Source: an optimization exercise on an open RTL-to-GDS flow (aim: small area and a short achievable clock period). Production flows keep margins and buffers that such runs may drop. The RTL was checked by simulation tests, not by an equivalence proof against the original design. No activity file was given, so power comes from the tool's default toggle rates.

==> flow/design.v <==
module custom_isa_extensions (
    input wire clk,
    input wire resetn,
    input wire is_custom_instruction,
    input wire is_vconv_instruction,
    input wire is_relu_instruction,
    input wire is_madd_instruction,
    input wire is_gemm_instruction,
    input wire [31:0] rs1_data,
    input wire [31:0] rs2_data,
    input wire [31:0] rs3_data,
    input wire instruction_valid,
    output reg instruction_ready,
    output reg [31:0] result_data,
    input wire [31:0] mem_addr,
    input wire [31:0] mem_wdata,
    output reg [31:0] mem_rdata,
    input wire [3:0] mem_wstrb,
    input wire mem_valid,
    output wire mem_ready,
    input wire mem_we
);
    reg s_idle, s_dec, s_vc, s_relu, s_madd, s_gemm, s_comp;
    reg [7:0] mst;               
    reg [4:0] cnt;               
    reg [31:0] temp;
    reg vph;                     
    reg fresh_v, fresh_g;        
    reg [15:0] vr [0:7];         
    reg [15:0] gr [0:15];        
    reg [15:0] xr, yr;           
    reg [15:0] sr, cr;           
    reg [15:0] hr;               
    reg bm;                      
    reg vwe, gwe;                
    wire vc_last   = s_vc   & (cnt[3:0] == 4'd15);
    wire relu_last = s_relu & (cnt[1:0] == 2'd3);
    wire madd_last = mst[7];
    wire gemm_last = s_gemm & (cnt == 5'd31);
    wire go        = instruction_valid & is_custom_instruction;
    wire nbm       = ~bm;
    always @(posedge clk) begin
        if (!resetn) begin
            s_idle <= 1'b1;
            s_dec  <= 1'b0;
            s_vc   <= 1'b0;
            s_relu <= 1'b0;
            s_madd <= 1'b0;
            s_gemm <= 1'b0;
            s_comp <= 1'b0;
            mst    <= 8'd0;
        end else begin
            s_idle <= (s_idle & ~go) | s_comp |
                      (s_dec & ~(is_vconv_instruction | is_relu_instruction |
                                 is_madd_instruction | is_gemm_instruction));
            s_dec  <= s_idle & go;
            s_vc   <= (s_dec & is_vconv_instruction) | (s_vc & ~vc_last);
            s_relu <= (s_dec & ~is_vconv_instruction & is_relu_instruction) |
                      (s_relu & ~relu_last);
            s_madd <= (s_dec & ~is_vconv_instruction & ~is_relu_instruction &
                       is_madd_instruction) | (s_madd & ~madd_last);
            mst    <= {mst[6:0], s_dec & ~is_vconv_instruction &
                       ~is_relu_instruction & is_madd_instruction};
            s_gemm <= (s_dec & ~is_vconv_instruction & ~is_relu_instruction &
                       ~is_madd_instruction & is_gemm_instruction) |
                      (s_gemm & ~gemm_last);
            s_comp <= vc_last | relu_last | madd_last | gemm_last;
        end
    end
    always @(posedge clk) begin
        if (!resetn || !(s_vc | s_relu | s_gemm))
            cnt <= 5'd0;
        else
            cnt <= cnt + 5'd1;
    end
    always @(posedge clk) begin
        if (!resetn) begin
            vwe <= 1'b0;
            gwe <= 1'b0;
            bm  <= 1'b0;
        end else begin
            vwe <= s_vc & ~vph & (cnt[3:0] >= 4'd1) & (cnt[3:0] <= 4'd8);
            gwe <= s_gemm & (cnt >= 5'd1) & (cnt <= 5'd16);
            bm  <= mst[2] | mst[3] | mst[4] | mst[5];
        end
    end
    always @(posedge clk) begin
        if (mst[0]) begin
            xr <= rs1_data[15:0];
            yr <= rs2_data[31:16];
        end else if (mst[1]) begin
            xr <= temp[31:16];
            yr <= temp[15:0];
        end else if (mst[2]) begin
            xr <= {temp[23:16], temp[31:24]};
            yr <= {temp[7:0], temp[15:8]};
        end else if (mst[3] | mst[5]) begin
            xr <= {xr[7:0], xr[15:8]};
            yr <= {yr[7:0], yr[15:8]};
        end else if (mst[4]) begin
            yr <= {yr[7:0], yr[15:8]};
        end else begin
            xr <= rs1_data[15:0];
            yr <= rs2_data[15:0];
        end
    end
    wire [15:0] cs_s, cs_c;
    wire cs_p0_0 = xr[0] & yr[0];
    wire cs_p0_1 = xr[0] & yr[1];
    wire cs_p0_2 = xr[0] & yr[2];
    wire cs_p0_3 = xr[0] & yr[3];
    wire cs_p0_4 = xr[0] & yr[4];
    wire cs_p0_5 = xr[0] & yr[5];
    wire cs_p0_6 = xr[0] & yr[6];
    wire cs_p0_7 = xr[0] & yr[7];
    wire cs_p0_8 = xr[0] & yr[8] & nbm;
    wire cs_p0_9 = xr[0] & yr[9] & nbm;
    wire cs_p0_10 = xr[0] & yr[10] & nbm;
    wire cs_p0_11 = xr[0] & yr[11] & nbm;
    wire cs_p0_12 = xr[0] & yr[12] & nbm;
    wire cs_p0_13 = xr[0] & yr[13] & nbm;
    wire cs_p0_14 = xr[0] & yr[14] & nbm;
    wire cs_p0_15 = xr[0] & yr[15] & nbm;
    wire cs_p1_0 = xr[1] & yr[0];
    wire cs_p1_1 = xr[1] & yr[1];
    wire cs_p1_2 = xr[1] & yr[2];
    wire cs_p1_3 = xr[1] & yr[3];
    wire cs_p1_4 = xr[1] & yr[4];
    wire cs_p1_5 = xr[1] & yr[5];
    wire cs_p1_6 = xr[1] & yr[6];
    wire cs_p1_7 = xr[1] & yr[7];
    wire cs_p1_8 = xr[1] & yr[8] & nbm;
    wire cs_p1_9 = xr[1] & yr[9] & nbm;
    wire cs_p1_10 = xr[1] & yr[10] & nbm;
    wire cs_p1_11 = xr[1] & yr[11] & nbm;
    wire cs_p1_12 = xr[1] & yr[12] & nbm;
    wire cs_p1_13 = xr[1] & yr[13] & nbm;
    wire cs_p1_14 = xr[1] & yr[14] & nbm;
    wire cs_p2_0 = xr[2] & yr[0];
    wire cs_p2_1 = xr[2] & yr[1];
    wire cs_p2_2 = xr[2] & yr[2];
    wire cs_p2_3 = xr[2] & yr[3];
    wire cs_p2_4 = xr[2] & yr[4];
    wire cs_p2_5 = xr[2] & yr[5];
    wire cs_p2_6 = xr[2] & yr[6];
    wire cs_p2_7 = xr[2] & yr[7];
    wire cs_p2_8 = xr[2] & yr[8] & nbm;
    wire cs_p2_9 = xr[2] & yr[9] & nbm;
    wire cs_p2_10 = xr[2] & yr[10] & nbm;
    wire cs_p2_11 = xr[2] & yr[11] & nbm;
    wire cs_p2_12 = xr[2] & yr[12] & nbm;
    wire cs_p2_13 = xr[2] & yr[13] & nbm;
    wire cs_p3_0 = xr[3] & yr[0];
    wire cs_p3_1 = xr[3] & yr[1];
    wire cs_p3_2 = xr[3] & yr[2];
    wire cs_p3_3 = xr[3] & yr[3];
    wire cs_p3_4 = xr[3] & yr[4];
    wire cs_p3_5 = xr[3] & yr[5];
    wire cs_p3_6 = xr[3] & yr[6];
    wire cs_p3_7 = xr[3] & yr[7];
    wire cs_p3_8 = xr[3] & yr[8] & nbm;
    wire cs_p3_9 = xr[3] & yr[9] & nbm;
    wire cs_p3_10 = xr[3] & yr[10] & nbm;
    wire cs_p3_11 = xr[3] & yr[11] & nbm;
    wire cs_p3_12 = xr[3] & yr[12] & nbm;
    wire cs_p4_0 = xr[4] & yr[0];
    wire cs_p4_1 = xr[4] & yr[1];
    wire cs_p4_2 = xr[4] & yr[2];
    wire cs_p4_3 = xr[4] & yr[3];
    wire cs_p4_4 = xr[4] & yr[4];
    wire cs_p4_5 = xr[4] & yr[5];
    wire cs_p4_6 = xr[4] & yr[6];
    wire cs_p4_7 = xr[4] & yr[7];
    wire cs_p4_8 = xr[4] & yr[8] & nbm;
    wire cs_p4_9 = xr[4] & yr[9] & nbm;
    wire cs_p4_10 = xr[4] & yr[10] & nbm;
    wire cs_p4_11 = xr[4] & yr[11] & nbm;
    wire cs_p5_0 = xr[5] & yr[0];
    wire cs_p5_1 = xr[5] & yr[1];
    wire cs_p5_2 = xr[5] & yr[2];
    wire cs_p5_3 = xr[5] & yr[3];
    wire cs_p5_4 = xr[5] & yr[4];
    wire cs_p5_5 = xr[5] & yr[5];
    wire cs_p5_6 = xr[5] & yr[6];
    wire cs_p5_7 = xr[5] & yr[7];
    wire cs_p5_8 = xr[5] & yr[8] & nbm;
    wire cs_p5_9 = xr[5] & yr[9] & nbm;
    wire cs_p5_10 = xr[5] & yr[10] & nbm;
    wire cs_p6_0 = xr[6] & yr[0];
    wire cs_p6_1 = xr[6] & yr[1];
    wire cs_p6_2 = xr[6] & yr[2];
    wire cs_p6_3 = xr[6] & yr[3];
    wire cs_p6_4 = xr[6] & yr[4];
    wire cs_p6_5 = xr[6] & yr[5];
    wire cs_p6_6 = xr[6] & yr[6];
    wire cs_p6_7 = xr[6] & yr[7];
    wire cs_p6_8 = xr[6] & yr[8] & nbm;
    wire cs_p6_9 = xr[6] & yr[9] & nbm;
    wire cs_p7_0 = xr[7] & yr[0];
    wire cs_p7_1 = xr[7] & yr[1];
    wire cs_p7_2 = xr[7] & yr[2];
    wire cs_p7_3 = xr[7] & yr[3];
    wire cs_p7_4 = xr[7] & yr[4];
    wire cs_p7_5 = xr[7] & yr[5];
    wire cs_p7_6 = xr[7] & yr[6];
    wire cs_p7_7 = xr[7] & yr[7];
    wire cs_p7_8 = xr[7] & yr[8] & nbm;
    wire cs_p8_0 = xr[8] & yr[0] & nbm;
    wire cs_p8_1 = xr[8] & yr[1] & nbm;
    wire cs_p8_2 = xr[8] & yr[2] & nbm;
    wire cs_p8_3 = xr[8] & yr[3] & nbm;
    wire cs_p8_4 = xr[8] & yr[4] & nbm;
    wire cs_p8_5 = xr[8] & yr[5] & nbm;
    wire cs_p8_6 = xr[8] & yr[6] & nbm;
    wire cs_p8_7 = xr[8] & yr[7] & nbm;
    wire cs_p9_0 = xr[9] & yr[0] & nbm;
    wire cs_p9_1 = xr[9] & yr[1] & nbm;
    wire cs_p9_2 = xr[9] & yr[2] & nbm;
    wire cs_p9_3 = xr[9] & yr[3] & nbm;
    wire cs_p9_4 = xr[9] & yr[4] & nbm;
    wire cs_p9_5 = xr[9] & yr[5] & nbm;
    wire cs_p9_6 = xr[9] & yr[6] & nbm;
    wire cs_p10_0 = xr[10] & yr[0] & nbm;
    wire cs_p10_1 = xr[10] & yr[1] & nbm;
    wire cs_p10_2 = xr[10] & yr[2] & nbm;
    wire cs_p10_3 = xr[10] & yr[3] & nbm;
    wire cs_p10_4 = xr[10] & yr[4] & nbm;
    wire cs_p10_5 = xr[10] & yr[5] & nbm;
    wire cs_p11_0 = xr[11] & yr[0] & nbm;
    wire cs_p11_1 = xr[11] & yr[1] & nbm;
    wire cs_p11_2 = xr[11] & yr[2] & nbm;
    wire cs_p11_3 = xr[11] & yr[3] & nbm;
    wire cs_p11_4 = xr[11] & yr[4] & nbm;
    wire cs_p12_0 = xr[12] & yr[0] & nbm;
    wire cs_p12_1 = xr[12] & yr[1] & nbm;
    wire cs_p12_2 = xr[12] & yr[2] & nbm;
    wire cs_p12_3 = xr[12] & yr[3] & nbm;
    wire cs_p13_0 = xr[13] & yr[0] & nbm;
    wire cs_p13_1 = xr[13] & yr[1] & nbm;
    wire cs_p13_2 = xr[13] & yr[2] & nbm;
    wire cs_p14_0 = xr[14] & yr[0] & nbm;
    wire cs_p14_1 = xr[14] & yr[1] & nbm;
    wire cs_p15_0 = xr[15] & yr[0] & nbm;
    wire cs_s0 = cs_p0_13 ^ cs_p1_12;
    wire cs_c0 = cs_p0_13 & cs_p1_12;
    wire cs_s1 = cs_p0_14 ^ cs_p1_13 ^ cs_p2_12;
    wire cs_c1 = (cs_p0_14 & cs_p1_13) | (cs_p0_14 & cs_p2_12) | (cs_p1_13 & cs_p2_12);
    wire cs_s2 = cs_p3_11 ^ cs_p4_10;
    wire cs_c2 = cs_p3_11 & cs_p4_10;
    wire cs_s3 = cs_p0_15 ^ cs_p1_14 ^ cs_p2_13;
    wire cs_s4 = cs_p3_12 ^ cs_p4_11 ^ cs_p5_10;
    wire cs_s5 = cs_p6_9 ^ cs_p7_8;
    wire cs_s6 = cs_p0_9 ^ cs_p1_8;
    wire cs_c6 = cs_p0_9 & cs_p1_8;
    wire cs_s7 = cs_p0_10 ^ cs_p1_9 ^ cs_p2_8;
    wire cs_c7 = (cs_p0_10 & cs_p1_9) | (cs_p0_10 & cs_p2_8) | (cs_p1_9 & cs_p2_8);
    wire cs_s8 = cs_p3_7 ^ cs_p4_6;
    wire cs_c8 = cs_p3_7 & cs_p4_6;
    wire cs_s9 = cs_p0_11 ^ cs_p1_10 ^ cs_p2_9;
    wire cs_c9 = (cs_p0_11 & cs_p1_10) | (cs_p0_11 & cs_p2_9) | (cs_p1_10 & cs_p2_9);
    wire cs_s10 = cs_p3_8 ^ cs_p4_7 ^ cs_p5_6;
    wire cs_c10 = (cs_p3_8 & cs_p4_7) | (cs_p3_8 & cs_p5_6) | (cs_p4_7 & cs_p5_6);
    wire cs_s11 = cs_p6_5 ^ cs_p7_4;
    wire cs_c11 = cs_p6_5 & cs_p7_4;
    wire cs_s12 = cs_p0_12 ^ cs_p1_11 ^ cs_p2_10;
    wire cs_c12 = (cs_p0_12 & cs_p1_11) | (cs_p0_12 & cs_p2_10) | (cs_p1_11 & cs_p2_10);
    wire cs_s13 = cs_p3_9 ^ cs_p4_8 ^ cs_p5_7;
    wire cs_c13 = (cs_p3_9 & cs_p4_8) | (cs_p3_9 & cs_p5_7) | (cs_p4_8 & cs_p5_7);
    wire cs_s14 = cs_p6_6 ^ cs_p7_5 ^ cs_p8_4;
    wire cs_c14 = (cs_p6_6 & cs_p7_5) | (cs_p6_6 & cs_p8_4) | (cs_p7_5 & cs_p8_4);
    wire cs_s15 = cs_p9_3 ^ cs_p10_2;
    wire cs_c15 = cs_p9_3 & cs_p10_2;
    wire cs_s16 = cs_s0 ^ cs_p2_11 ^ cs_p3_10;
    wire cs_c16 = (cs_s0 & cs_p2_11) | (cs_s0 & cs_p3_10) | (cs_p2_11 & cs_p3_10);
    wire cs_s17 = cs_p4_9 ^ cs_p5_8 ^ cs_p6_7;
    wire cs_c17 = (cs_p4_9 & cs_p5_8) | (cs_p4_9 & cs_p6_7) | (cs_p5_8 & cs_p6_7);
    wire cs_s18 = cs_p7_6 ^ cs_p8_5 ^ cs_p9_4;
    wire cs_c18 = (cs_p7_6 & cs_p8_5) | (cs_p7_6 & cs_p9_4) | (cs_p8_5 & cs_p9_4);
    wire cs_s19 = cs_p10_3 ^ cs_p11_2 ^ cs_p12_1;
    wire cs_c19 = (cs_p10_3 & cs_p11_2) | (cs_p10_3 & cs_p12_1) | (cs_p11_2 & cs_p12_1);
    wire cs_s20 = cs_c0 ^ cs_s1 ^ cs_s2;
    wire cs_c20 = (cs_c0 & cs_s1) | (cs_c0 & cs_s2) | (cs_s1 & cs_s2);
    wire cs_s21 = cs_p5_9 ^ cs_p6_8 ^ cs_p7_7;
    wire cs_c21 = (cs_p5_9 & cs_p6_8) | (cs_p5_9 & cs_p7_7) | (cs_p6_8 & cs_p7_7);
    wire cs_s22 = cs_p8_6 ^ cs_p9_5 ^ cs_p10_4;
    wire cs_c22 = (cs_p8_6 & cs_p9_5) | (cs_p8_6 & cs_p10_4) | (cs_p9_5 & cs_p10_4);
    wire cs_s23 = cs_p11_3 ^ cs_p12_2 ^ cs_p13_1;
    wire cs_c23 = (cs_p11_3 & cs_p12_2) | (cs_p11_3 & cs_p13_1) | (cs_p12_2 & cs_p13_1);
    wire cs_s24 = cs_c1 ^ cs_c2 ^ cs_s3;
    wire cs_s25 = cs_s4 ^ cs_s5 ^ cs_p8_7;
    wire cs_s26 = cs_p9_6 ^ cs_p10_5 ^ cs_p11_4;
    wire cs_s27 = cs_p12_3 ^ cs_p13_2 ^ cs_p14_1;
    wire cs_s28 = cs_p0_6 ^ cs_p1_5;
    wire cs_c28 = cs_p0_6 & cs_p1_5;
    wire cs_s29 = cs_p0_7 ^ cs_p1_6 ^ cs_p2_5;
    wire cs_c29 = (cs_p0_7 & cs_p1_6) | (cs_p0_7 & cs_p2_5) | (cs_p1_6 & cs_p2_5);
    wire cs_s30 = cs_p3_4 ^ cs_p4_3;
    wire cs_c30 = cs_p3_4 & cs_p4_3;
    wire cs_s31 = cs_p0_8 ^ cs_p1_7 ^ cs_p2_6;
    wire cs_c31 = (cs_p0_8 & cs_p1_7) | (cs_p0_8 & cs_p2_6) | (cs_p1_7 & cs_p2_6);
    wire cs_s32 = cs_p3_5 ^ cs_p4_4 ^ cs_p5_3;
    wire cs_c32 = (cs_p3_5 & cs_p4_4) | (cs_p3_5 & cs_p5_3) | (cs_p4_4 & cs_p5_3);
    wire cs_s33 = cs_p6_2 ^ cs_p7_1;
    wire cs_c33 = cs_p6_2 & cs_p7_1;
    wire cs_s34 = cs_s6 ^ cs_p2_7 ^ cs_p3_6;
    wire cs_c34 = (cs_s6 & cs_p2_7) | (cs_s6 & cs_p3_6) | (cs_p2_7 & cs_p3_6);
    wire cs_s35 = cs_p4_5 ^ cs_p5_4 ^ cs_p6_3;
    wire cs_c35 = (cs_p4_5 & cs_p5_4) | (cs_p4_5 & cs_p6_3) | (cs_p5_4 & cs_p6_3);
    wire cs_s36 = cs_p7_2 ^ cs_p8_1 ^ cs_p9_0;
    wire cs_c36 = (cs_p7_2 & cs_p8_1) | (cs_p7_2 & cs_p9_0) | (cs_p8_1 & cs_p9_0);
    wire cs_s37 = cs_c6 ^ cs_s7 ^ cs_s8;
    wire cs_c37 = (cs_c6 & cs_s7) | (cs_c6 & cs_s8) | (cs_s7 & cs_s8);
    wire cs_s38 = cs_p5_5 ^ cs_p6_4 ^ cs_p7_3;
    wire cs_c38 = (cs_p5_5 & cs_p6_4) | (cs_p5_5 & cs_p7_3) | (cs_p6_4 & cs_p7_3);
    wire cs_s39 = cs_p8_2 ^ cs_p9_1 ^ cs_p10_0;
    wire cs_c39 = (cs_p8_2 & cs_p9_1) | (cs_p8_2 & cs_p10_0) | (cs_p9_1 & cs_p10_0);
    wire cs_s40 = cs_c7 ^ cs_c8 ^ cs_s9;
    wire cs_c40 = (cs_c7 & cs_c8) | (cs_c7 & cs_s9) | (cs_c8 & cs_s9);
    wire cs_s41 = cs_s10 ^ cs_s11 ^ cs_p8_3;
    wire cs_c41 = (cs_s10 & cs_s11) | (cs_s10 & cs_p8_3) | (cs_s11 & cs_p8_3);
    wire cs_s42 = cs_p9_2 ^ cs_p10_1 ^ cs_p11_0;
    wire cs_c42 = (cs_p9_2 & cs_p10_1) | (cs_p9_2 & cs_p11_0) | (cs_p10_1 & cs_p11_0);
    wire cs_s43 = cs_c9 ^ cs_c10 ^ cs_c11;
    wire cs_c43 = (cs_c9 & cs_c10) | (cs_c9 & cs_c11) | (cs_c10 & cs_c11);
    wire cs_s44 = cs_s12 ^ cs_s13 ^ cs_s14;
    wire cs_c44 = (cs_s12 & cs_s13) | (cs_s12 & cs_s14) | (cs_s13 & cs_s14);
    wire cs_s45 = cs_s15 ^ cs_p11_1 ^ cs_p12_0;
    wire cs_c45 = (cs_s15 & cs_p11_1) | (cs_s15 & cs_p12_0) | (cs_p11_1 & cs_p12_0);
    wire cs_s46 = cs_c12 ^ cs_c13 ^ cs_c14;
    wire cs_c46 = (cs_c12 & cs_c13) | (cs_c12 & cs_c14) | (cs_c13 & cs_c14);
    wire cs_s47 = cs_c15 ^ cs_s16 ^ cs_s17;
    wire cs_c47 = (cs_c15 & cs_s16) | (cs_c15 & cs_s17) | (cs_s16 & cs_s17);
    wire cs_s48 = cs_s18 ^ cs_s19 ^ cs_p13_0;
    wire cs_c48 = (cs_s18 & cs_s19) | (cs_s18 & cs_p13_0) | (cs_s19 & cs_p13_0);
    wire cs_s49 = cs_c16 ^ cs_c17 ^ cs_c18;
    wire cs_c49 = (cs_c16 & cs_c17) | (cs_c16 & cs_c18) | (cs_c17 & cs_c18);
    wire cs_s50 = cs_c19 ^ cs_s20 ^ cs_s21;
    wire cs_c50 = (cs_c19 & cs_s20) | (cs_c19 & cs_s21) | (cs_s20 & cs_s21);
    wire cs_s51 = cs_s22 ^ cs_s23 ^ cs_p14_0;
    wire cs_c51 = (cs_s22 & cs_s23) | (cs_s22 & cs_p14_0) | (cs_s23 & cs_p14_0);
    wire cs_s52 = cs_c20 ^ cs_c21 ^ cs_c22;
    wire cs_s53 = cs_c23 ^ cs_s24 ^ cs_s25;
    wire cs_s54 = cs_s26 ^ cs_s27 ^ cs_p15_0;
    wire cs_s55 = cs_p0_4 ^ cs_p1_3;
    wire cs_c55 = cs_p0_4 & cs_p1_3;
    wire cs_s56 = cs_p0_5 ^ cs_p1_4 ^ cs_p2_3;
    wire cs_c56 = (cs_p0_5 & cs_p1_4) | (cs_p0_5 & cs_p2_3) | (cs_p1_4 & cs_p2_3);
    wire cs_s57 = cs_p3_2 ^ cs_p4_1;
    wire cs_c57 = cs_p3_2 & cs_p4_1;
    wire cs_s58 = cs_s28 ^ cs_p2_4 ^ cs_p3_3;
    wire cs_c58 = (cs_s28 & cs_p2_4) | (cs_s28 & cs_p3_3) | (cs_p2_4 & cs_p3_3);
    wire cs_s59 = cs_p4_2 ^ cs_p5_1 ^ cs_p6_0;
    wire cs_c59 = (cs_p4_2 & cs_p5_1) | (cs_p4_2 & cs_p6_0) | (cs_p5_1 & cs_p6_0);
    wire cs_s60 = cs_c28 ^ cs_s29 ^ cs_s30;
    wire cs_c60 = (cs_c28 & cs_s29) | (cs_c28 & cs_s30) | (cs_s29 & cs_s30);
    wire cs_s61 = cs_p5_2 ^ cs_p6_1 ^ cs_p7_0;
    wire cs_c61 = (cs_p5_2 & cs_p6_1) | (cs_p5_2 & cs_p7_0) | (cs_p6_1 & cs_p7_0);
    wire cs_s62 = cs_c29 ^ cs_c30 ^ cs_s31;
    wire cs_c62 = (cs_c29 & cs_c30) | (cs_c29 & cs_s31) | (cs_c30 & cs_s31);
    wire cs_s63 = cs_s32 ^ cs_s33 ^ cs_p8_0;
    wire cs_c63 = (cs_s32 & cs_s33) | (cs_s32 & cs_p8_0) | (cs_s33 & cs_p8_0);
    wire cs_s64 = cs_c31 ^ cs_c32 ^ cs_c33;
    wire cs_c64 = (cs_c31 & cs_c32) | (cs_c31 & cs_c33) | (cs_c32 & cs_c33);
    wire cs_s65 = cs_s34 ^ cs_s35 ^ cs_s36;
    wire cs_c65 = (cs_s34 & cs_s35) | (cs_s34 & cs_s36) | (cs_s35 & cs_s36);
    wire cs_s66 = cs_c34 ^ cs_c35 ^ cs_c36;
    wire cs_c66 = (cs_c34 & cs_c35) | (cs_c34 & cs_c36) | (cs_c35 & cs_c36);
    wire cs_s67 = cs_s37 ^ cs_s38 ^ cs_s39;
    wire cs_c67 = (cs_s37 & cs_s38) | (cs_s37 & cs_s39) | (cs_s38 & cs_s39);
    wire cs_s68 = cs_c37 ^ cs_c38 ^ cs_c39;
    wire cs_c68 = (cs_c37 & cs_c38) | (cs_c37 & cs_c39) | (cs_c38 & cs_c39);
    wire cs_s69 = cs_s40 ^ cs_s41 ^ cs_s42;
    wire cs_c69 = (cs_s40 & cs_s41) | (cs_s40 & cs_s42) | (cs_s41 & cs_s42);
    wire cs_s70 = cs_c40 ^ cs_c41 ^ cs_c42;
    wire cs_c70 = (cs_c40 & cs_c41) | (cs_c40 & cs_c42) | (cs_c41 & cs_c42);
    wire cs_s71 = cs_s43 ^ cs_s44 ^ cs_s45;
    wire cs_c71 = (cs_s43 & cs_s44) | (cs_s43 & cs_s45) | (cs_s44 & cs_s45);
    wire cs_s72 = cs_c43 ^ cs_c44 ^ cs_c45;
    wire cs_c72 = (cs_c43 & cs_c44) | (cs_c43 & cs_c45) | (cs_c44 & cs_c45);
    wire cs_s73 = cs_s46 ^ cs_s47 ^ cs_s48;
    wire cs_c73 = (cs_s46 & cs_s47) | (cs_s46 & cs_s48) | (cs_s47 & cs_s48);
    wire cs_s74 = cs_c46 ^ cs_c47 ^ cs_c48;
    wire cs_c74 = (cs_c46 & cs_c47) | (cs_c46 & cs_c48) | (cs_c47 & cs_c48);
    wire cs_s75 = cs_s49 ^ cs_s50 ^ cs_s51;
    wire cs_c75 = (cs_s49 & cs_s50) | (cs_s49 & cs_s51) | (cs_s50 & cs_s51);
    wire cs_s76 = cs_c49 ^ cs_c50 ^ cs_c51;
    wire cs_s77 = cs_s52 ^ cs_s53 ^ cs_s54;
    wire cs_s78 = cs_p0_3 ^ cs_p1_2;
    wire cs_c78 = cs_p0_3 & cs_p1_2;
    wire cs_s79 = cs_s55 ^ cs_p2_2 ^ cs_p3_1;
    wire cs_c79 = (cs_s55 & cs_p2_2) | (cs_s55 & cs_p3_1) | (cs_p2_2 & cs_p3_1);
    wire cs_s80 = cs_c55 ^ cs_s56 ^ cs_s57;
    wire cs_c80 = (cs_c55 & cs_s56) | (cs_c55 & cs_s57) | (cs_s56 & cs_s57);
    wire cs_s81 = cs_c56 ^ cs_c57 ^ cs_s58;
    wire cs_c81 = (cs_c56 & cs_c57) | (cs_c56 & cs_s58) | (cs_c57 & cs_s58);
    wire cs_s82 = cs_c58 ^ cs_c59 ^ cs_s60;
    wire cs_c82 = (cs_c58 & cs_c59) | (cs_c58 & cs_s60) | (cs_c59 & cs_s60);
    wire cs_s83 = cs_c60 ^ cs_c61 ^ cs_s62;
    wire cs_c83 = (cs_c60 & cs_c61) | (cs_c60 & cs_s62) | (cs_c61 & cs_s62);
    wire cs_s84 = cs_c62 ^ cs_c63 ^ cs_s64;
    wire cs_c84 = (cs_c62 & cs_c63) | (cs_c62 & cs_s64) | (cs_c63 & cs_s64);
    wire cs_s85 = cs_c64 ^ cs_c65 ^ cs_s66;
    wire cs_c85 = (cs_c64 & cs_c65) | (cs_c64 & cs_s66) | (cs_c65 & cs_s66);
    wire cs_s86 = cs_c66 ^ cs_c67 ^ cs_s68;
    wire cs_c86 = (cs_c66 & cs_c67) | (cs_c66 & cs_s68) | (cs_c67 & cs_s68);
    wire cs_s87 = cs_c68 ^ cs_c69 ^ cs_s70;
    wire cs_c87 = (cs_c68 & cs_c69) | (cs_c68 & cs_s70) | (cs_c69 & cs_s70);
    wire cs_s88 = cs_c70 ^ cs_c71 ^ cs_s72;
    wire cs_c88 = (cs_c70 & cs_c71) | (cs_c70 & cs_s72) | (cs_c71 & cs_s72);
    wire cs_s89 = cs_c72 ^ cs_c73 ^ cs_s74;
    wire cs_c89 = (cs_c72 & cs_c73) | (cs_c72 & cs_s74) | (cs_c73 & cs_s74);
    wire cs_s90 = cs_c74 ^ cs_c75 ^ cs_s76;
    wire cs_s91 = cs_p0_2 ^ cs_p1_1;
    wire cs_c91 = cs_p0_2 & cs_p1_1;
    wire cs_s92 = cs_s78 ^ cs_p2_1 ^ cs_p3_0;
    wire cs_c92 = (cs_s78 & cs_p2_1) | (cs_s78 & cs_p3_0) | (cs_p2_1 & cs_p3_0);
    wire cs_s93 = cs_c78 ^ cs_s79 ^ cs_p4_0;
    wire cs_c93 = (cs_c78 & cs_s79) | (cs_c78 & cs_p4_0) | (cs_s79 & cs_p4_0);
    wire cs_s94 = cs_c79 ^ cs_s80 ^ cs_p5_0;
    wire cs_c94 = (cs_c79 & cs_s80) | (cs_c79 & cs_p5_0) | (cs_s80 & cs_p5_0);
    wire cs_s95 = cs_c80 ^ cs_s81 ^ cs_s59;
    wire cs_c95 = (cs_c80 & cs_s81) | (cs_c80 & cs_s59) | (cs_s81 & cs_s59);
    wire cs_s96 = cs_c81 ^ cs_s82 ^ cs_s61;
    wire cs_c96 = (cs_c81 & cs_s82) | (cs_c81 & cs_s61) | (cs_s82 & cs_s61);
    wire cs_s97 = cs_c82 ^ cs_s83 ^ cs_s63;
    wire cs_c97 = (cs_c82 & cs_s83) | (cs_c82 & cs_s63) | (cs_s83 & cs_s63);
    wire cs_s98 = cs_c83 ^ cs_s84 ^ cs_s65;
    wire cs_c98 = (cs_c83 & cs_s84) | (cs_c83 & cs_s65) | (cs_s84 & cs_s65);
    wire cs_s99 = cs_c84 ^ cs_s85 ^ cs_s67;
    wire cs_c99 = (cs_c84 & cs_s85) | (cs_c84 & cs_s67) | (cs_s85 & cs_s67);
    wire cs_s100 = cs_c85 ^ cs_s86 ^ cs_s69;
    wire cs_c100 = (cs_c85 & cs_s86) | (cs_c85 & cs_s69) | (cs_s86 & cs_s69);
    wire cs_s101 = cs_c86 ^ cs_s87 ^ cs_s71;
    wire cs_c101 = (cs_c86 & cs_s87) | (cs_c86 & cs_s71) | (cs_s87 & cs_s71);
    wire cs_s102 = cs_c87 ^ cs_s88 ^ cs_s73;
    wire cs_c102 = (cs_c87 & cs_s88) | (cs_c87 & cs_s73) | (cs_s88 & cs_s73);
    wire cs_s103 = cs_c88 ^ cs_s89 ^ cs_s75;
    wire cs_c103 = (cs_c88 & cs_s89) | (cs_c88 & cs_s75) | (cs_s89 & cs_s75);
    wire cs_s104 = cs_c89 ^ cs_s90 ^ cs_s77;
    assign cs_s[0] = cs_p0_0;
    assign cs_c[0] = 1'b0;
    assign cs_s[1] = cs_p0_1;
    assign cs_c[1] = cs_p1_0;
    assign cs_s[2] = cs_s91;
    assign cs_c[2] = cs_p2_0;
    assign cs_s[3] = cs_c91;
    assign cs_c[3] = cs_s92;
    assign cs_s[4] = cs_c92;
    assign cs_c[4] = cs_s93;
    assign cs_s[5] = cs_c93;
    assign cs_c[5] = cs_s94;
    assign cs_s[6] = cs_c94;
    assign cs_c[6] = cs_s95;
    assign cs_s[7] = cs_c95;
    assign cs_c[7] = cs_s96;
    assign cs_s[8] = cs_c96;
    assign cs_c[8] = cs_s97;
    assign cs_s[9] = cs_c97;
    assign cs_c[9] = cs_s98;
    assign cs_s[10] = cs_c98;
    assign cs_c[10] = cs_s99;
    assign cs_s[11] = cs_c99;
    assign cs_c[11] = cs_s100;
    assign cs_s[12] = cs_c100;
    assign cs_c[12] = cs_s101;
    assign cs_s[13] = cs_c101;
    assign cs_c[13] = cs_s102;
    assign cs_s[14] = cs_c102;
    assign cs_c[14] = cs_s103;
    assign cs_s[15] = cs_c103;
    assign cs_c[15] = cs_s104;
    always @(posedge clk) begin
        sr <= cs_s;
        cr <= cs_c;
    end
    wire [15:0] vold = fresh_v ? 16'd0 : vr[6];
    wire [15:0] gacc = fresh_g ? 16'd0 : gr[14];
    wire [15:0] s2a  = s_vc ? vold : s_gemm ? gacc : (mst[3] | mst[4]) ? hr : 16'd0;
    wire [15:0] p16  = s2a + sr + cr;
    integer i;
    always @(posedge clk) begin
        if (s_vc) begin
            for (i = 0; i < 7; i = i + 1)
                vr[i] <= vr[i + 1];
            vr[7] <= vr[0];
            vr[5] <= vwe ? p16 : vr[6];
        end
    end
    always @(posedge clk) begin
        if (s_gemm) begin
            for (i = 0; i < 15; i = i + 1)
                gr[i] <= gr[i + 1];
            gr[15] <= gr[0];
            gr[13] <= gwe ? p16 : gr[14];
        end
    end
    always @(posedge clk) begin
        if (!resetn) begin
            vph <= 1'b0;
            fresh_v <= 1'b1;
            fresh_g <= 1'b1;
        end else begin
            if (vc_last) begin
                vph <= ~vph;
                fresh_v <= 1'b0;
            end
            if (gemm_last)
                fresh_g <= 1'b0;
        end
    end
    always @(posedge clk) begin
        if (mst[2] | mst[3] | mst[4])
            hr <= p16;
    end
    wire [31:0] tu = s_vc   ? {16'd0, vr[0]} :
                     s_gemm ? {16'd0, gr[0]} :
                     mst[5] ? {hr, sr} : {8'd0, sr, 8'd0};
    wire [31:0] tv = (s_vc | s_gemm) ? 32'd0 :
                     mst[5] ? {16'd0, cr} : {8'd0, cr, 8'd0};
    wire [31:0] t3s = temp ^ tu ^ tv;
    wire [31:0] t3c = (temp & tu) | (temp & tv) | (tu & tv);
    wire [31:0] tsum = t3s + {t3c[30:0], 1'b0};
    always @(posedge clk) begin
        if (!resetn)
            temp <= 32'd0;
        else if ((s_vc & cnt[3]) | (s_gemm & cnt[4]) | mst[5] | mst[6] | mst[7])
            temp <= tsum;
        else if (s_relu & (cnt[1:0] == 2'd0))
            temp <= rs1_data[31] ? 32'd0 : rs1_data;
        else if (mst[0])
            temp <= {rs1_data[31:16], rs2_data[15:0]};
        else if (mst[1])
            temp <= {xr, temp[15:0]};
        else if (mst[4])
            temp <= rs3_data;
    end
    always @(posedge clk) begin
        if (!resetn)
            instruction_ready <= 1'b0;
        else if (s_idle | s_comp)
            instruction_ready <= 1'b1;
        else if (s_dec)
            instruction_ready <= 1'b0;
    end
    always @(posedge clk) begin
        if (!resetn || s_idle)
            result_data <= 32'd0;
        else if (vc_last | gemm_last | (s_relu & cnt[1]))
            result_data <= temp;
        else if (madd_last)
            result_data <= tsum;
    end
    always @(posedge clk) begin
        if (!resetn)
            mem_rdata <= 32'd0;
        else if (mem_valid && !mem_we)
            mem_rdata <= {mem_addr[7:0], mem_addr[15:8], mem_addr[23:16], mem_addr[31:24]};
    end
    assign mem_ready = 1'b1;
endmodule
==> flow/run.sh <==
#!/bin/bash
# synth_recipe.tcl (not shown) runs the flow's synth.tcl, then flattens the netlist and writes it again
# the make line also repeats each setting of config.mk as NAME=value (left out here)
make -C /OpenROAD-flow-scripts/flow DESIGN_CONFIG=/design/flow/config.mk WORK_HOME=/design/flow/orfs CLKGATE_MAP_FILE= SYNTH_SCRIPT=/design/flow/synth_recipe.tcl finish
==> flow/config.mk <==
export PLATFORM = sky130hd
export DESIGN_NAME = custom_isa_extensions
export DESIGN_NICKNAME = custom_isa_extensions
export VERILOG_FILES = /design/flow/design.v
export SDC_FILE = /design/flow/constraint.sdc
export NUM_CORES = 4
export LEC_CHECK = 0
export CAP_MARGIN = 20
export CORE_MARGIN = 2
export CORE_UTILIZATION = 40
export SETUP_SLACK_MARGIN = 5
export SLEW_MARGIN = 20
export TNS_END_PERCENT = 100
==> flow/constraint.sdc <==
create_clock -name core_clock -period 9.0 [get_ports {clk}]
set_input_delay 1.8000 -clock core_clock [delete_from_list [all_inputs] [get_ports {clk}]]
set_output_delay 1.8000 -clock core_clock [all_outputs]
set_load 0.01 [all_outputs]
==> results_dict.tcl, run 1 <==
set metrics [dict create \
    outcome "complete, no violations" \
    ant_nets 0 \
    synth.avg_cell_area_sq_um 11.91 \
    drc 0 \
    dp_hpwl_mm 56.50 \
    maxSlewViolCount 0 \
    io_buffers 202 \
    p_sw_mw 2.362 \
    critPathMaxStageDelay_ns 0.55 \
    synth_top_area_cell "edfxtp_1" \
    final_cell_mix "edfxtp_1, nand2_1, clkdlybuf4s50_1" \
    slowest_stage "fa_1" \
    start_kind "flip-flop" \
    clockRootBuffer "clkbuf_16" \
    wire_per_inst_um 22.78 \
    final_util 0.5015 \
    slew_headroom 0.3027 \
    grt_max_degree 79 \
    grt_antenna_before_repair 3 \
    fin_crit_sh 0.4637 \
    diodes 0 \
    ys_dominant_reg_cell "edfxtp_1" \
    clock_power_share 0.325 \
    r2r_slack_ns 4.83 \
    htreeDepth 2 \
    crit_family "compound AO/OA/AOI/OAI gates" \
    numCtsBuffers 60 \
    rsz0062_at_grt "yes" \
    yosys-top-cells-area "edfxtp_1, dfxtp_1, fa_1, nand2_1, ha_1" \
    startpoint "mst[5]" \
    skew_ns 0.07161 \
    combPwrFrac 0.263 \
    end_kind "flip-flop" \
    postLayoutCellArea_sq_um 34520 \
    layout-drive-gt1-share 0.1495 \
    nets 2955 \
    insertion_delay_ns 0.65 \
    worstSetupPathType "reg -> reg" \
    first_pass_iters 5 \
    area_growth_pct 23.84 \
    synth.top_cell.area_share 0.4482 \
    dr_total_vias 19260 \
    syn_inst 2340 \
    grt_pass1_vias 18970 \
    place_ws_ns 3.692 \
    setup-tns-final_ns 0 \
    rr_endpoint "result_data[30]" \
    holdPathEnd "gr[9][2]" \
    p_leak_nw 12.88 \
    dp_cells 3375 \
    cellPowerDensity_nw_per_um2 219.9 \
    fmax_ghz 0.2396 \
    clock_path_buffers 3 \
    die_w_um 268.0 \
    fin_crit_ns 4.173 \
    clock_sinks 585 \
    drt_iter0_markers 1867 \
    cts_hold_buf 0 \
    finalHoldViolations 0 \
    gp_congestion 0.9198 \
    p_int_mw 5.227 \
    syn_area_sq_um 27870 \
    whs_path_depth 0 \
    path_cells "buf_12 > nor2b_4 > buf_6 > a221o_1 > o21ai_4 > fa_1 > inv_2 > ha_4 > a211oi_4 > o21ai_2 > nand4_1 > buf_4 > a21oi_4 > o31ai_4 > a21boi_2 > a221oi_2 > xor2_2 > a311oi_1" \
    via_per_inst 5.389 \
    max_cap_viol_count 0 \
    overflow 0 \
    yosys_register_bits 585 \
    ys_seq_area_frac 0.5696 \
    grtUsageTotal 0.2239 \
    dieHeight_um 268.0 \
    cp.required_ns 9.49 \
    initial_utilization 0.4049 \
    layout_setup_ws_ns 4.827 \
    irDropWorstVdd_mv 0.1727 \
    final.hold.worst_slack_ns 0.3711 \
    power_mw 7.590 \
    grt_pass1_wl_mm 120.1 \
    dieArea_sq_um 71800 \
    swShare 0.3113 \
    worst_pin_slew_ns 1.046 \
    ff2ff_path_depth 18 \
    path_clk_slew_ns 0.06 \
    tritoncts "yes" \
    fin_cells 3574 \
    synth.distinct_cells 66 \
    ys_warn_count 3 \
    layout_commonest_cell "edfxtp_1" \
    row_count 96 \
    worst-path-max-fanout 8 \
    setup_violations 0 \
    synth_nets 2701 \
    cp_num_buf_inv 4 \
    ios 240 \
    wl_mm 81.41 \
    placed_cell_area_sq_um 30920 \
    crit_cells 18 \
    cp_data_arrival_time_ns 4.66 \
    r2r-start "mst[5]" \
    core_region_area_sq_um 68830 \
    min_from "gr[10][2]" \
    ys_async_sr_fraction 0 \
    min_path_type "reg -> reg" \
    synth-edff-count 416 \
    seqPwrFrac 0.412 \
]
power groups by stage:
stage                     Sequential [mW]  Clock [mW]  Combinational, mW
after detailed placement             3.18           0               1.71
after global placement               3.18           0               1.71
after floorplan                      3.10           0               1.18
after CTS                            3.12        2.53               1.83
final                                3.12        2.47               2.00
after global routing                 3.13        2.63               2.19
worst register-to-register path, delay by kind of cell (launching register included):
family | cells | cell delay (ns)
buf+inv | 4 | 0.50
compound gates | 9 | 1.60
xor+xnor | 1 | 0.28
simple gates | 2 | 0.45
flops | 1 | 0.40
fa+ha+maj | 2 | 0.77
timing repair:
item,in CTS,in global routing
endpoints found under the hold margin,0,0
pin swaps,40,78
setup endpoints to repair,97,45
gates resized for setup,90,86
setup buffers,53,30
cloned,4,1
how the worst max path moves through the flow:
| stage | slack, ns | end |
|---|---|---|
| floorplan | 3.22 | gr[13][15] |
| global placement | 3.71 | result_data[30] |
| detailed placement | 3.69 | result_data[30] |
| finish | 4.83 | result_data[30] |
| CTS | 4.92 | result_data[25] |
| global route | 4.69 | result_data[30] |
area by class of cell:
| type | count | area [sq um] |
|---|---|---|
| fill | 6059 | 34310 |
| sequential | 585 | 15900 |
| multi-input combinational | 1446 | 11670 |
| timing repair buffer | 314 | 3110 |
| clock buffer | 71 | 1543 |
| tap | 931 | 1165 |
| inverter | 187 | 705.7 |
| clock inverter | 40 | 429.2 |
cell families (layout without fill, tap and decap cells):
family | after synthesis | count (layout) | synth area share
xor+xnor | 70 | 70 | 0.02200
compound gates | 483 | 483 | 0.1154
other cells | 1 | 1 | 0.0001346
mux | 75 | 75 | 0.02882
fa+ha+maj | 187 | 187 | 0.1155
buf+inv | 309 | 612 | 0.04202
simple gates | 630 | 630 | 0.1066
flops | 585 | 585 | 0.5696
layer usage:
metal | part of all wire | up-vias | GRT usage | routed length [um]
met5 | 0.00029 | - | 0 | 24
met4 | 0.047 | 4 | 0.09331 | 3866
met1 | 0.44 | 9566 | 0.3187 | 35990
li1 | - | 8744 | - | -
met3 | 0.060 | 185 | 0.02584 | 4902
met2 | 0.45 | 760 | 0.3493 | 36630
synthesized netlist by cell type, types with 45 or more instances:
cell      count
o21ai_0     102
nor2_1      111
dfxtp_1     169
xnor2_1      51
ha_1         70
a21oi_1     118
clkbuf_1    102
edfxtp_1    416
and2_1       94
inv_1       187
a21boi_0     45
fa_1        117
nand2_1     269
registers in the layout, summed over array words and instances (netlist names), 8 cells and up:
signal and cells:
vr 128, cr 15, yr 16, sr 16, xr 16, mst 8, gr 256, mem_rdata 32
temp 32, hr 16, result_data 32
==> run 2, diff against run 1 <==
--- a/flow/config.mk
+++ b/flow/config.mk
@@ -6,7 +6,8 @@
 export NUM_CORES = 4
 export LEC_CHECK = 0
+export ABC_CLOCK_PERIOD_IN_PS = 3000
 export CAP_MARGIN = 20
 export CORE_MARGIN = 2
-export CORE_UTILIZATION = 40
+export CORE_UTILIZATION = 55
 export SETUP_SLACK_MARGIN = 5
 export SLEW_MARGIN = 20
==> run 2 against run 1 <==
  * Sequential share of layout area fell by 0.13 points
  * Largest power group unchanged
  * Utilization rose by 19 points
  * Sequential cell count did not move
==> results_dict.tcl, run 2 <==
set metrics [dict create \
    layout_setup_ws_ns 4.914 \
    insertion_delay_ns 0.64 \
    initial_utilization 0.5567 \
    outcome "complete, no violations" \
    top_regs "gr x256, vr x128" \
    ys_seq_area_frac 0.5696 \
    synth_common_cells "edfxtp_1, nand2_1, inv_1" \
    skew_ns 0.04022 \
    clock_sinks 585 \
    cp_data_arrival_time_ns 4.58 \
    dieHeight_um 229.1 \
    grt_max_degree 90 \
    fillers 3620 \
    synth_nets 2701 \
    synth.distinct_cells 66 \
    worstSetupPathType "reg -> reg" \
    diodes 0 \
    place_ws_ns 3.361 \
    synth_top_area_cell "edfxtp_1" \
    ff2ff_path_depth 19 \
    ys_dominant_reg_cell "edfxtp_1" \
    fmax_ghz 0.2447 \
    cellPowerDensity_nw_per_um2 226.1 \
    combPwrFrac 0.290 \
    fin_crit_sh 0.4540 \
    max_cap_viol_count 0 \
    nets 2962 \
    seqPwrFrac 0.400 \
    worst-path-max-fanout 8 \
    maxSlewViolCount 0 \
    whs_path_depth 0 \
    via_per_inst 5.880 \
    gp_congestion 0.9368 \
    grt_pass1_wl_mm 119.7 \
    clock_path_buffers 3 \
    clock_power_share 0.310 \
    start_kind "flip-flop" \
    cp.required_ns 9.49 \
    row_count 82 \
    slew_headroom 0.2231 \
    ios 240 \
    dr_total_vias 19510 \
    fin_cells 3318 \
    finalHoldViolations 0 \
    path_clk_slew_ns 0.07 \
    worst_pin_slew_ns 1.161 \
    grt_pass1_vias 18920 \
    area_growth_pct 24.24 \
    irDropWorstVdd_mv 0.2253 \
    p_leak_nw 13.04 \
    rsz0062_at_grt "yes" \
    grtUsageTotal 0.3044 \
    core_region_area_sq_um 50070 \
    clockRootBuffer "clkbuf_16" \
    setup_violations 0 \
    p_int_mw 5.391 \
    largest_register "gr" \
    yosys-top-cells-area "edfxtp_1, dfxtp_1, fa_1, nand2_1, ha_1" \
    io_buffers 202 \
    htreeDepth 2 \
    dp_cells 3114 \
    final_cell_mix "edfxtp_1, nand2_1, clkdlybuf4s50_1" \
    tritoncts "yes" \
    final_util 0.6916 \
    cts_hold_buf 0 \
    fin_crit_ns 4.086 \
    drc 0 \
    synth.top_cell.area_share 0.4482 \
    grt_antenna_before_repair 2 \
    synth.avg_cell_area_sq_um 11.91 \
    ys_async_sr_fraction 0 \
    numCtsBuffers 57 \
    ys_warn_count 3 \
    power_mw 7.830 \
    dieArea_sq_um 52490 \
    wl_mm 80.97 \
    first_pass_iters 6 \
    ant_nets 0 \
    swShare 0.3116 \
    dp_hpwl_mm 53.82 \
    syn_area_sq_um 27870 \
    synth-edff-count 416 \
    postLayoutCellArea_sq_um 34630 \
    layout-drive-gt1-share 0.1621 \
    placed_cell_area_sq_um 30580 \
    largest_reg_flops 256 \
    overflow 0 \
    syn_inst 2340 \
    end_kind "flip-flop" \
    setup-tns-final_ns 0 \
    min_path_type "reg -> reg" \
    wire_per_inst_um 24.40 \
    yosys_register_bits 585 \
    final.hold.worst_slack_ns 0.4121 \
    p_sw_mw 2.440 \
    drt_iter0_markers 1950 \
    synth.most_common_cell "edfxtp_1" \
    layout_commonest_cell "edfxtp_1" \
    die_w_um 229.1 \
]
[run 2: power by group through the flow]
stage	clock network [mW]	logic [mW]	registers (mW)
3_3_place_gp	0	1.70	3.19
3_5_place_dp	0	1.72	3.19
6_report	2.43	2.27	3.13
5_1_grt	2.56	2.45	3.13
4_1_cts	2.46	1.94	3.13
2_1_floorplan	0	1.18	3.10
[run 2: path summary, 6_finish.rpt]
check	from	to	slack (ns)
worst min register to register	vr[7][8]	vr[6][8]	0.41
worst max-delay path	s_gemm	result_data[25]	4.91
worst max register to register	s_gemm	result_data[25]	4.91
worst min-delay path	vr[7][8]	vr[6][8]	0.41
[run 2: cell families after synthesis]
group	synth area share
buf+inv	0.04202
xor+xnor	0.02200
flops	0.5696
mux	0.02882
compound gates	0.1154
fa+ha+maj	0.1155
simple gates	0.1066
other cells	0.0001346
[run 2: worst max-delay path, cell delays in order (launching register included)]
cell and delay [ns]:
dfxtp_4 0.46, buf_6 0.13, nor2b_4 0.03, buf_12 0.13, a221o_1 0.30, o21ai_2 0.12
fa_1 0.48, inv_2 0.08, ha_4 0.13, inv_2 0.03, fa_2 0.33, nand2b_4 0.16
a21oi_4 0.19, o21ai_4 0.09, o31a_1 0.29, o2111ai_2 0.25, nand3_2 0.11, a21o_1 0.19
and3_1 0.16, o221a_2 0.24
[run 2: routing by layer]
| metal | global-route usage | vias up | wire, um |
|---|---|---|---|
| met1 | 0.4310 | 9706 | 35000 |
| li1 | - | 8756 | - |
| met2 | 0.4741 | 860 | 37000 |
| met5 | 0 | - | 11 |
| met4 | 0.1205 | 2 | 3486 |
| met3 | 0.04868 | 187 | 5478 |
[run 2: area by class of cell]
type | count | area, sq um | share of cell area
clock buffers | 69 | 1513 | 0.04369
repair buffers | 324 | 3383 | 0.09771
well taps | 672 | 840.8 | 0.02428
inverters | 187 | 705.7 | 0.02038
flip-flops and latches | 585 | 15900 | 0.4592
multi-input cells | 1446 | 11880 | 0.3432
clock inverters | 35 | 401.6 | 0.01160
[run 2: repair_timing]
item	CTS	global route
pin swaps	49	84
endpoints found under the hold margin	0	0
gates cloned	11	1
gates resized for setup	116	112
buffers inserted	51	37
endpoints found under the setup margin	108	46
==> run 3, diff against run 2 <==
==> flow/flow/run.sh (new file) <==
#!/bin/bash
# Standard layout, with a larger setup repair margin (the SDC and its period are
# unchanged) and regular buffers instead of delay buffers on the ports.
set -euo pipefail
MARGIN=$(cat flow/margin.txt)
bash standard.sh "SETUP_SLACK_MARGIN=$MARGIN" \
  "BUFFER_PORTS_ARGS=-buffer_cell sky130_fd_sc_hd__buf_2" finish > standard_flow.log 2>&1
==> flow/flow/margin.txt (new file) <==
5.8
==> flow/standard.sh (new file) <==
#!/bin/bash
# synth_recipe.tcl (not shown) runs the flow's synth.tcl, then flattens the netlist and writes it again
# the make line also repeats each setting of config.mk as NAME=value (left out here)
make -C /OpenROAD-flow-scripts/flow DESIGN_CONFIG=/design/flow/config.mk WORK_HOME=/design/flow/orfs CLKGATE_MAP_FILE= SYNTH_SCRIPT=/design/flow/synth_recipe.tcl "${@:-finish}"
removed: flow/run.sh
==> run 3 against run 2 <==
  * Still clean
  * Hold slack better by 0.0020 ns
  * Sequential power hardly changed
  * Clock skew is 0.024 ns lower
  * Die area stayed put
  * Cell area is 0.23% higher
  * Final cell count is 1.6% higher
==> results_dict.tcl, run 3 <==
set metrics [dict create \
    ff2ff_path_depth 18 \
    rsz0062_at_grt "yes" \
    max_cap_viol_count 0 \
    synth.most_common_cell "edfxtp_1" \
    area_growth_pct 24.53 \
    grt_max_degree 90 \
    syn_inst 2340 \
    gp_congestion 0.9392 \
    setup-tns-final_ns 0 \
    layout_setup_ws_ns 4.876 \
    nets 3006 \
    synth-edff-count 416 \
    rr_endpoint "gr[13][15]" \
    fin_crit_ns 4.124 \
    min_path_type "reg -> reg" \
    finalHoldViolations 0 \
    grt_pass1_vias 19280 \
    tritoncts "yes" \
    r2r_slack_ns 4.88 \
    holdPathEnd "gr[14][5]" \
    htreeDepth 2 \
    ys_dominant_reg_cell "edfxtp_1" \
    drc 0 \
    top_regs "gr x256, vr x128" \
    cellPowerDensity_nw_per_um2 236.0 \
    ant_nets 0 \
    wire_per_inst_um 24.22 \
    clock_sinks 585 \
    outcome "complete, no violations" \
    worst-path-max-fanout 9 \
    wl_mm 81.64 \
    final_cell_mix "edfxtp_1, nand2_1, buf_2" \
    ios 240 \
    core_region_area_sq_um 50070 \
    dieHeight_um 229.1 \
    grt_pass1_wl_mm 119.6 \
    dp_hpwl_mm 53.23 \
    p_leak_nw 13.64 \
    fmax_ghz 0.2425 \
    regArea_sq_um 15900 \
    synth_nets 2701 \
    maxSlewViolCount 0 \
    yosys_register_bits 585 \
    synth_top_area_cell "edfxtp_1" \
    synth.distinct_cells 66 \
    end_kind "flip-flop" \
    setup_violations 0 \
    largest_register "gr" \
    synth_common_cells "edfxtp_1, nand2_1, inv_1" \
    row_count 82 \
    fillers 3688 \
    insertion_delay_ns 0.63 \
    yosys-top-cells-area "edfxtp_1, dfxtp_1, fa_1, nand2_1, ha_1" \
    via_per_inst 5.856 \
    grt_antenna_before_repair 4 \
    ys_warn_count 3 \
    first_pass_iters 7 \
    synth.avg_cell_area_sq_um 11.91 \
    whs_path_depth 0 \
    synth.top_cell.area_share 0.4482 \
    syn_area_sq_um 27870 \
    numCtsBuffers 59 \
    final.hold.worst_slack_ns 0.4141 \
    cp.required_ns 9.38 \
    skew_ns 0.01580 \
    irDropWorstVdd_mv 0.1997 \
    fin_cells 3371 \
    overflow 0 \
    layout-drive-gt1-share 0.2812 \
    ys_async_sr_fraction 0 \
    largest_reg_flops 256 \
    cp_data_arrival_time_ns 4.50 \
    postLayoutCellArea_sq_um 34710 \
    dieArea_sq_um 52490 \
    placed_cell_area_sq_um 29630 \
    ys_seq_area_frac 0.5696 \
    worstSetupPathType "reg -> reg" \
    drt_iter0_markers 2034 \
    place_ws_ns 3.704 \
    multi_input_area_sq_um 12340 \
    start_kind "flip-flop" \
    dp_cells 3119 \
    clock_path_buffers 3 \
    dr_total_vias 19740 \
    layout_commonest_cell "edfxtp_1" \
    grtUsageTotal 0.3052 \
    cts_hold_buf 0 \
    min_from "gr[15][5]" \
    final_util 0.6932 \
    slew_headroom 0.2014 \
    io_buffers 202 \
    fin_crit_sh 0.4582 \
    path_clk_slew_ns 0.06 \
    clockRootBuffer "clkbuf_16" \
    worst_pin_slew_ns 1.196 \
    initial_utilization 0.5567 \
    power_mw 8.191 \
    die_w_um 229.1 \
    r2r-start "s_gemm" \
]
-- run 3: changes by cell type in the layout (fill, tap and decap cells not counted), sizes merged, moves of 5 or more --
cell	change
clkinvlp	+8
buf	+244
clkinv	-11
clkbuf	+5
clkdlybuf4s50	-201
-- run 3: worst max path at each step --
stage | from | to | slack [ns] | cells past startpoint
finish | s_gemm | gr[13][15] | 4.88 | 18
global route | s_gemm | result_data[25] | 4.76 | 18
CTS | s_gemm | result_data[25] | 4.86 | 19
detailed placement | s_gemm | gr[13][15] | 3.70 | 17
global placement | s_gemm | result_data[30] | 3.78 | 17
floorplan | s_gemm | gr[13][15] | 3.22 | 18
-- run 3: report_power, final --
group	total [mW]	switching [mW]	internal [mW]	leakage [nW]
registers	3.10	0.124	2.98	5.17
logic	2.50	1.42	1.08	7.49
clock network	2.59	1.07	1.52	0.985
-- run 3: metal layers --
layer	global-route usage	share of wire	vias up
met1	0.4232	0.42	9886
met4	0.1394	0.052	2
met3	0.04432	0.072	182
li1	-	-	8863
met5	0	0.00013	-
met2	0.4804	0.46	806
-- run 3: logic make-up after synthesis --
kind of cell | synth area share
buffers and inverters | 0.04202
xor gates and xnor gates | 0.02200
muxes | 0.02882
AOI/OAI and AO/OA | 0.1154
and+or+nand+nor | 0.1066
other | 0.0001346
DFF | 0.5696
adders and majority gates | 0.1155
-- run 3: worst max-delay path, cell delays in order, from the launching register on --
cell and delay (ns):
dfxtp_4 0.46, buf_6 0.14, buf_16 0.14, nor2_4 0.05, buf_6 0.13, a22oi_2 0.13, o21ai_2 0.08, fa_1 0.46
ha_2 0.21, fa_2 0.34, a21o_1 0.16, a21o_1 0.18, a21oi_2 0.17, o21ai_2 0.10, a211o_1 0.31, a31o_1 0.23
a21oi_2 0.18, xnor2_2 0.11, mux2_4 0.29
-- run 3: area by class of cell --
type,instances,area share
diodes,3,0.0002163
clock buffers,75,0.04575
clock inverters,37,0.01406
inverters,187,0.02033
multi-input cells,1446,0.3555
flip-flops and latches,585,0.4582
well taps,672,0.02423
repair buffers,366,0.08176
-- run 3: timing repair --
item / in CTS / in global routing
resized for setup: 249 / 116
setup endpoints to repair: 121 / 108
cloned: 11 / 0
buffers inserted: 89 / 37
endpoints found under the hold margin: 0 / 0
pin swaps: 104 / 64
==> run 4, diff against run 3 <==
--- a/flow/design.v
+++ b/flow/design.v
@@ -31,7 +31,9 @@
     reg [15:0] xr, yr;           
     reg [15:0] sr, cr;           
-    reg [15:0] hr;               
+    reg [15:0] ar;               
+    reg [15:0] hd;               
     reg bm;                      
-    reg vwe, gwe;                
+    reg tacc;                    
+    reg m67;                     
     wire vc_last   = s_vc   & (cnt[3:0] == 4'd15);
     wire relu_last = s_relu & (cnt[1:0] == 2'd3);
@@ -76,13 +78,16 @@
     always @(posedge clk) begin
         if (!resetn) begin
-            vwe <= 1'b0;
-            gwe <= 1'b0;
-            bm  <= 1'b0;
+            bm   <= 1'b0;
+            tacc <= 1'b0;
+            m67  <= 1'b0;
         end else begin
-            vwe <= s_vc & ~vph & (cnt[3:0] >= 4'd1) & (cnt[3:0] <= 4'd8);
-            gwe <= s_gemm & (cnt >= 5'd1) & (cnt <= 5'd16);
-            bm  <= mst[2] | mst[3] | mst[4] | mst[5];
+            bm   <= mst[2] | mst[3] | mst[4] | mst[5];
+            tacc <= (s_vc & (cnt[3:0] >= 4'd7) & (cnt[3:0] <= 4'd14)) |
+                    (s_gemm & (cnt >= 5'd15) & (cnt <= 5'd30)) |
+                    mst[4] | mst[5] | mst[6];
+            m67  <= mst[5] | mst[6];
         end
     end
+    wire use_p = (s_vc & ~vph & ~cnt[3]) | (s_gemm & ~cnt[4]);
     always @(posedge clk) begin
         if (mst[0]) begin
@@ -102,5 +107,5 @@
         end else begin
             xr <= rs1_data[15:0];
-            yr <= rs2_data[15:0];
+            yr <= use_p ? rs2_data[15:0] : 16'd0;
         end
     end
@@ -474,8 +479,18 @@
         cr <= cs_c;
     end
-    wire [15:0] vold = fresh_v ? 16'd0 : vr[6];
-    wire [15:0] gacc = fresh_g ? 16'd0 : gr[14];
-    wire [15:0] s2a  = s_vc ? vold : s_gemm ? gacc : (mst[3] | mst[4]) ? hr : 16'd0;
-    wire [15:0] p16  = s2a + sr + cr;
+    wire [15:0] p16 = ar + sr + cr;
+    always @(posedge clk) begin
+        if (s_dec)
+            ar <= is_vconv_instruction ? (fresh_v ? 16'd0 : vr[6])
+                                       : (fresh_g ? 16'd0 : gr[14]);
+        else if (s_vc)
+            ar <= fresh_v ? 16'd0 : vr[7];
+        else if (s_gemm)
+            ar <= fresh_g ? 16'd0 : gr[15];
+        else if (mst[1])
+            ar <= 16'd0;
+        else if (mst[2] | mst[3] | mst[4])
+            ar <= p16;
+    end
     integer i;
     always @(posedge clk) begin
@@ -484,5 +499,5 @@
                 vr[i] <= vr[i + 1];
             vr[7] <= vr[0];
-            vr[5] <= vwe ? p16 : vr[6];
+            vr[5] <= p16;
         end
     end
@@ -492,5 +507,5 @@
                 gr[i] <= gr[i + 1];
             gr[15] <= gr[0];
-            gr[13] <= gwe ? p16 : gr[14];
+            gr[13] <= p16;
         end
     end
@@ -501,28 +516,31 @@
             fresh_g <= 1'b1;
         end else begin
-            if (vc_last) begin
+            if (vc_last)
                 vph <= ~vph;
+            if (s_vc & (cnt[3:0] == 4'd8))
                 fresh_v <= 1'b0;
-            end
-            if (gemm_last)
+            if (s_gemm & (cnt == 5'd16))
                 fresh_g <= 1'b0;
         end
     end
     always @(posedge clk) begin
-        if (mst[2] | mst[3] | mst[4])
-            hr <= p16;
+        if (s_vc & (cnt[3:0] >= 4'd7) & (cnt[3:0] <= 4'd14))
+            hd <= vr[1];
+        else if (s_gemm & (cnt >= 5'd15) & (cnt <= 5'd30))
+            hd <= gr[1];
+        else
+            hd <= 16'd0;
     end
-    wire [31:0] tu = s_vc   ? {16'd0, vr[0]} :
-                     s_gemm ? {16'd0, gr[0]} :
-                     mst[5] ? {hr, sr} : {8'd0, sr, 8'd0};
-    wire [31:0] tv = (s_vc | s_gemm) ? 32'd0 :
-                     mst[5] ? {16'd0, cr} : {8'd0, cr, 8'd0};
-    wire [31:0] t3s = temp ^ tu ^ tv;
-    wire [31:0] t3c = (temp & tu) | (temp & tv) | (tu & tv);
+    wire m5 = mst[5];
+    wire [31:0] tx = {ar & {16{m5}}, hd} | {8'd0, sr & {16{m67}}, 8'd0} |
+                     {16'd0, sr & {16{m5}}};
+    wire [31:0] ty = {8'd0, cr & {16{m67}}, 8'd0} | {16'd0, cr & {16{m5}}};
+    wire [31:0] t3s = temp ^ tx ^ ty;
+    wire [31:0] t3c = (temp & tx) | (temp & ty) | (tx & ty);
     wire [31:0] tsum = t3s + {t3c[30:0], 1'b0};
     always @(posedge clk) begin
         if (!resetn)
             temp <= 32'd0;
-        else if ((s_vc & cnt[3]) | (s_gemm & cnt[4]) | mst[5] | mst[6] | mst[7])
+        else if (tacc)
             temp <= tsum;
         else if (s_relu & (cnt[1:0] == 2'd0))
==> flow/flow/margin.txt (replaced) <==
6.0
==> run 4 against run 3 <==
  * Register-to-register slack better by 0.42 ns
  * Total power is 26% lower
  * Die area is 0.64% lower
  * Still clean
  * Count of clock-buffer cells in the layout stayed put
  * Hold slack worse by 0.0013 ns
  * Clock power is 6% lower
  * Final cell count is 2.0% lower
  * Combinational power is 78% lower
  * Critical path depth is 4 lower
  * Routed wire length is 3.3% lower
==> results_dict.tcl, run 4 <==
set metrics [dict create \
    critPathMaxStageDelay_ns 0.55 \
    initial_utilization 0.5542 \
    worst-path-max-fanout 2 \
    cp.required_ns 9.56 \
    drc 0 \
    ys_warn_count 3 \
    irDropWorstVdd_mv 0.1902 \
    insertion_delay_ns 0.63 \
    ys_dominant_reg_cell "edfxtp_1" \
    p_leak_nw 12.99 \
    cellPowerDensity_nw_per_um2 176.7 \
    ff2ff_path_depth 14 \
    tritoncts "yes" \
    dp_hpwl_mm 53.21 \
    numCtsBuffers 60 \
    yosys_register_bits 601 \
    synth.distinct_cells 58 \
    die_w_um 228.4 \
    dr_total_vias 19570 \
    setup-tns-final_ns 0 \
    min_path_type "reg -> reg" \
    synth-edff-count 416 \
    fin_crit_sh 0.4118 \
    largest_register "gr" \
    worstSetupPathType "reg -> reg" \
    first_pass_iters 8 \
    core_region_area_sq_um 49970 \
    ys_seq_area_frac 0.5849 \
    top_regs "gr x256, vr x128" \
    area_growth_pct 24.03 \
    startpoint "xr[1]" \
    rr_endpoint "cr[15]" \
    gp_congestion 0.9502 \
    yosys-top-cells-area "edfxtp_1, dfxtp_1, fa_1, nand2_1, ha_1" \
    end_kind "flip-flop" \
    ys_async_sr_fraction 0 \
    wire_per_inst_um 23.89 \
    htreeDepth 2 \
    finalHoldViolations 0 \
    rsz0062_at_grt "yes" \
    clockRootBuffer "clkbuf_16" \
    synth.most_common_cell "edfxtp_1" \
    ant_nets 0 \
    synth_simple_gate_area_share 0.1060 \
    layout-drive-gt1-share 0.2904 \
    dieHeight_um 228.4 \
    fillers 3638 \
    grt_pass1_wl_mm 117.6 \
    row_count 82 \
    dieArea_sq_um 52160 \
    grt_pass1_vias 19250 \
    synth_nets 2662 \
    io_buffers 202 \
    r2r-start "xr[1]" \
    nets 2944 \
    grt_max_degree 81 \
    placed_cell_area_sq_um 29640 \
    cp_data_arrival_time_ns 4.26 \
    grt_antenna_before_repair 3 \
    synth_top_family_by_area "compound AO/OA/AOI/OAI gates" \
    fmax_ghz 0.2698 \
    max_cap_viol_count 0 \
    synth.avg_cell_area_sq_um 12.04 \
    layout_commonest_cell "edfxtp_1" \
    clock_path_buffers 3 \
    muxShareOfSynthArea 0.01017 \
    slew_headroom 0.3129 \
    largest_reg_flops 256 \
    overflow 0 \
    synth_top_area_cell "edfxtp_1" \
    grtUsageTotal 0.2993 \
    start_kind "flip-flop" \
    synth.top_cell.area_share 0.4512 \
    final_cell_mix "edfxtp_1, nand2_1, buf_2" \
    ios 240 \
    cts_hold_buf 0 \
    postLayoutCellArea_sq_um 34340 \
    r2r_slack_ns 5.29 \
    clock_sinks 601 \
    skew_ns 0.02523 \
    worst_pin_slew_ns 1.031 \
    drt_iter0_markers 1918 \
    syn_area_sq_um 27690 \
    path_clk_slew_ns 0.06 \
    maxSlewViolCount 0 \
    path_cells "buf_6 > nor2b_4 > and2_4 > ha_4 > fa_2 > fa_2 > inv_2 > fa_2 > fa_2 > xnor2_2 > xnor2_2 > xnor2_1 > xnor2_1 > xnor2_1" \
    synthAdderAreaFrac 0.1167 \
    crit_path_end "cr[15]" \
    outcome "complete, no violations" \
    synth_common_cells "edfxtp_1, nand2_1, dfxtp_1" \
    wl_mm 78.92 \
    fin_crit_ns 3.706 \
    via_per_inst 5.926 \
    slowest_stage "fa_2" \
    cpMostUsedCell "fa_2" \
    setup_violations 0 \
    synth_xor_area_frac 0.02341 \
    syn_inst 2300 \
    diodes 0 \
    synth-compound-area-share 0.1204 \
]
==> run 4: final cells by class <==
type / instances / area, sq um / area share
sequential: 601 / 16250 / 0.4732
clock inverter: 36 / 330.3 / 0.009619
timing repair buffer: 342 / 2405 / 0.07003
clock buffer: 75 / 1579 / 0.04598
multi-input combinational: 1418 / 12340 / 0.3593
inverter: 159 / 596.8 / 0.01738
tap: 672 / 840.8 / 0.02448
==> run 4: worst min path at each step <==
stage | start | end | slack, ns | depth (start not counted)
global placement | vr[2][11] | vr[1][11] | 0.40 | 0
CTS | gr[0][4] | gr[15][4] | 0.42 | 0
floorplan | gr[11][0] | gr[10][0] | 0.40 | 0
global route | vr[0][5] | vr[7][5] | 0.42 | 0
detailed placement | gr[11][0] | gr[10][0] | 0.40 | 0
finish | vr[4][2] | vr[3][2] | 0.41 | 0
==> run 4: timing repair <==
item | 4_1_cts | 5_1_grt
pin swaps | 129 | 102
buffers inserted | 79 | 33
setup endpoints to repair | 112 | 209
gates cloned | 3 | 0
resized for setup | 277 | 120
==> run 4: cells by family (layout without fill, tap and decap cells) <==
logic type,count (synthesis),count (layout)
AOI/OAI and AO/OA,515,515
DFF,601,601
and+or+nand+nor,612,612
adders and majority gates,188,188
other,1,1
muxes,28,28
xor gates and xnor gates,74,74
buffers and inverters,281,612
==> run 4: metal layers <==
layer	vias up	GRT usage	routed length [um]
met1	9832	0.4194	33000
li1	8749	-	-
met2	806	0.4675	36350
met4	0	0.1129	3100
met5	-	0	0
met3	185	0.05776	6466
==> run 4: report_power, final <==
part	total, mW	switching [mW]	internal (mW)
registers	3.09	0.0734	3.01
logic	0.556	0.315	0.241
clock network	2.43	1.04	1.39
==> run 4: critical path: cells and delay by family (launching register included) <==
family,cells,cell delay (ns)
fa+ha+maj,5,1.94
simple gates,2,0.29
xor+xnor,5,0.86
buf+inv,2,0.19
flops,1,0.37
==> run 4: metrics by stage <==
step	hold slack, ns	total power, mW	util	worst slack, ns	cells
final	0.4128	6.069	0.6873	5.294	3303
after global routing	0.4180	6.273	0.6873	5.158	3303
after CTS	0.4159	6.048	0.6716	5.216	3270
after detailed placement	0.4045	3.551	0.5932	4.665	3077
after global placement	0.4007	3.544	0.5932	4.753	3077
after floorplan	0.4003	3.350	-	5.384	2300

Setup slack of run 4, layout unchanged: 5.294 ns with ideal ports, 5.294 ns with driving cells assumed (clock clkbuf_16, inputs buf_2), 5.294 ns with port delays also shifted by the 0.676 ns mid clock arrival.
